From an optimization exercise on the open Yosys and OpenROAD flow, aimed at small area; shortcuts taken in it are not production practice. RTL that was checked went through simulation tests only; none was proved equivalent to the original.

Design convolutional_layer_1, start of the top module:
module convolutional_layer_1 (
  input signed [7:0] in,
  input clk, en,
  output signed [191:0] out
);
==> flow/config.mk <==
export PLATFORM = sky130hd
export DESIGN_NAME = convolutional_layer_1
export DESIGN_NICKNAME = convolutional_layer_1
export VERILOG_FILES = /design/flow/design.v
export SDC_FILE = /design/flow/constraint.sdc
export NUM_CORES = 8
export LEC_CHECK = 0
export CAP_MARGIN = 20
export CORE_MARGIN = 2
export CORE_UTILIZATION = 45
export CTS_BUF_LIST = sky130_fd_sc_hd__clkbuf_8
export SLEW_MARGIN = 20
export SYNTH_HIERARCHICAL = 1
export SYNTH_MINIMUM_KEEP_SIZE = 0
==> flow/constraint.sdc <==
create_clock -name core_clock -period 18.0 [get_ports {clk}]
set_input_delay 3.6000 -clock core_clock [delete_from_list [all_inputs] [get_ports {clk}]]
set_output_delay 3.6000 -clock core_clock [all_outputs]
set_load 0.01 [all_outputs]
run.sh (not shown) runs the stock make flow with config.mk's settings and CLKGATE_MAP_FILE= SYNTH_SCRIPT=/design/flow/synth_recipe.tcl, a recipe that flattens the netlist after the stock synthesis.
The starting point completed without violations.
Rerun with:
--- a/flow/config.mk
+++ b/flow/config.mk
@@ -9,5 +9,7 @@
 export CORE_MARGIN = 2
 export CORE_UTILIZATION = 45
-export CTS_BUF_LIST = sky130_fd_sc_hd__clkbuf_8
+export CTS_BUF_LIST = sky130_fd_sc_hd__clkbuf_16
+export CTS_CLUSTER_DIAMETER = 150
+export CTS_CLUSTER_SIZE = 30
 export SLEW_MARGIN = 20
 export SYNTH_HIERARCHICAL = 1
The changed run ran to the end with no violations.
First-iteration DRC count is higher by about 1.2%.
Utilization is lower by 1.3 points.
Area after synthesis is unchanged.
No functional check of the RTL was part of any run of this note.

---

Another version of the RTL of convolutional_layer_1 (not shown whole).
Size in the first run: ~3800 cells after synthesis, roughly 200 I/O pins, roughly 74000 um2 of cells after synthesis.
Settings: LEC_CHECK=0, CAP_MARGIN=5, CORE_MARGIN=2, CORE_UTILIZATION=45, CTS_BUF_LIST=sky130_fd_sc_hd__clkbuf_16, CTS_CLUSTER_DIAMETER=100, CTS_CLUSTER_SIZE=25, SLEW_MARGIN=5, SYNTH_HIERARCHICAL=1, SYNTH_MINIMUM_KEEP_SIZE=0; clock period 18.0 ns.
standard.sh (not shown) runs the stock make flow with config.mk's settings and CLKGATE_MAP_FILE= SYNTH_SCRIPT=/design/flow/synth_recipe.tcl, a recipe that flattens the netlist after the stock synthesis.
==> flow/flow/run.sh <==
#!/bin/bash
# Standard synthesis, then the standard layout with small port buffers.
set -e
bash standard.sh synth > synth.log 2>&1
bash standard.sh BUFFER_PORTS_ARGS="-buffer_cell sky130_fd_sc_hd__buf_1" finish > layout.log 2>&1
The baseline finished clean.
Rerun with:
CAP_MARGIN = 20   (was 5)
SLEW_MARGIN = 20   (was 5)
The new run went through all stages and came out clean.
Cell count barely changes.
Sequential share of layout area stays flat.
Die area is unchanged.
Utilization stays flat.
Synthesized cell count does not change.
Maximum frequency fell slightly.

---

RTL: one of the versions met above, not the one the previous note started from.
Size in the first run: ~3800 cells after synthesis, ~200 I/O pins, roughly 0.074 mm2 of cells after synthesis.
Settings: LEC_CHECK=0, CAP_MARGIN=20, CORE_MARGIN=2, CORE_UTILIZATION=45, SLEW_MARGIN=20, SYNTH_HIERARCHICAL=1, SYNTH_MINIMUM_KEEP_SIZE=0; clock period 18.0 ns.
run.sh (not shown) runs the stock make flow with config.mk's settings and CLKGATE_MAP_FILE= SYNTH_SCRIPT=/design/flow/synth_recipe.tcl, a recipe that flattens the netlist after the stock synthesis.
Stock flow here: none of the scripts above is used.
Next try:
==> flow/flow/run.sh (new file) <==
#!/bin/bash
# Standard synthesis, then the standard layout with small port buffers.
set -e
bash standard.sh synth > synth.log 2>&1
bash standard.sh BUFFER_PORTS_ARGS="-buffer_cell sky130_fd_sc_hd__buf_1" finish > layout.log 2>&1
==> flow/standard.sh (new file) <==
#!/bin/bash
# synth_recipe.tcl (not shown) runs the flow's synth.tcl, then flattens the netlist and writes it again
# the make line also repeats each setting of config.mk as NAME=value (left out here)
make -C /OpenROAD-flow-scripts/flow DESIGN_CONFIG=/design/flow/config.mk WORK_HOME=/design/flow/orfs CLKGATE_MAP_FILE= SYNTH_SCRIPT=/design/flow/synth_recipe.tcl "${@:-finish}"
CTS_BUF_LIST = sky130_fd_sc_hd__clkbuf_16   (was not set)
CTS_CLUSTER_DIAMETER = 100   (was not set)
CTS_CLUSTER_SIZE = 30   (was not set)
removed: flow/run.sh
Result:
- global-route usage barely changes
- final cell count fell by 2.8%
- count of clock-buffer cells in the layout fell by 78
- first-iteration DRC count goes up by 3.7%
- worst hold slack gains 32 ps
- setup slack gets worse by 31 ps
- routed wire length stays flat
- flip-flop and latch count stays the same
- design area decreases by 3.6%
Next try:
==> flow/run.sh (new file) <==
#!/bin/bash
# synth_recipe.tcl (not shown) runs the flow's synth.tcl, then flattens the netlist and writes it again
# the make line also repeats each setting of config.mk as NAME=value (left out here)
make -C /OpenROAD-flow-scripts/flow DESIGN_CONFIG=/design/flow/config.mk WORK_HOME=/design/flow/orfs CLKGATE_MAP_FILE= SYNTH_SCRIPT=/design/flow/synth_recipe.tcl finish
CTS_BUF_LIST = sky130_fd_sc_hd__clkbuf_4   (was sky130_fd_sc_hd__clkbuf_16)
CTS_CLUSTER_DIAMETER = not set   (was 100)
removed: flow/flow/run.sh
removed: flow/standard.sh
The changed run finished with timing, DRC and antenna clean; non-clock buffer count goes up by 69; setup slack gets better by 67 ps; sequential share of layout area is lower by 1.6 points.
Next try:
CORE_UTILIZATION = 65   (was 45)
CTS_BUF_LIST = sky130_fd_sc_hd__clkbuf_16   (was sky130_fd_sc_hd__clkbuf_4)
CTS_CLUSTER_DIAMETER = 100   (was not set)
CTS_CLUSTER_SIZE = 25   (was 30)
Now the flow completed and failed the layout checks on setup timing.
Global-route usage went up by 14 points.
Die area falls by 30%.
Synthesized cell count is unchanged.
No run of this note included a check of the RTL's function; only the layout flow was run.

-- separate check: timing with driven ports --
The flow's constraints put no driver on any port. The routed layouts listed below were extracted and timed again, unchanged, in two steps. Step 1: set_driving_cell puts a clkbuf_16 on clk and a buf_2 on each other input, an assumption about the parent block. Step 2 adds t to the input delays and takes it off the output delays; t is the mean of the earliest and latest rising clock arrival at the registers after step 1. Input paths then give back, and output paths get back, about the clock's delay inside the block. Three values: no drivers, after step 1, after step 2; two values: the first two.
run | shift t [ns] | slack for setup (ns) | pins driven straight from the clock port
the first run of note 1 | 0.960 | 0.315 / 0.235 / 1.195 | 1
the second run of note 1 | 0.778 | 0.320 / 0.234 / 1.013 | 1
the first run of note 2 | 0.795 | 0.514 / 0.427 / 1.223 | 1
the second run of note 2 | 0.790 | 0.449 / 0.362 / 1.152 | 1
the first run of note 3 | 0.812 | 0.340 / 0.258 / 1.071 | 1
the second run of note 3 | 0.780 | 0.309 / 0.220 / 1.000 | 1
the third run of note 3 | 1.220 | 0.376 / 0.299 / 1.519 | 1
the fourth run of note 3 | 0.791 | -0.029 / -0.112 / 0.680 | 1
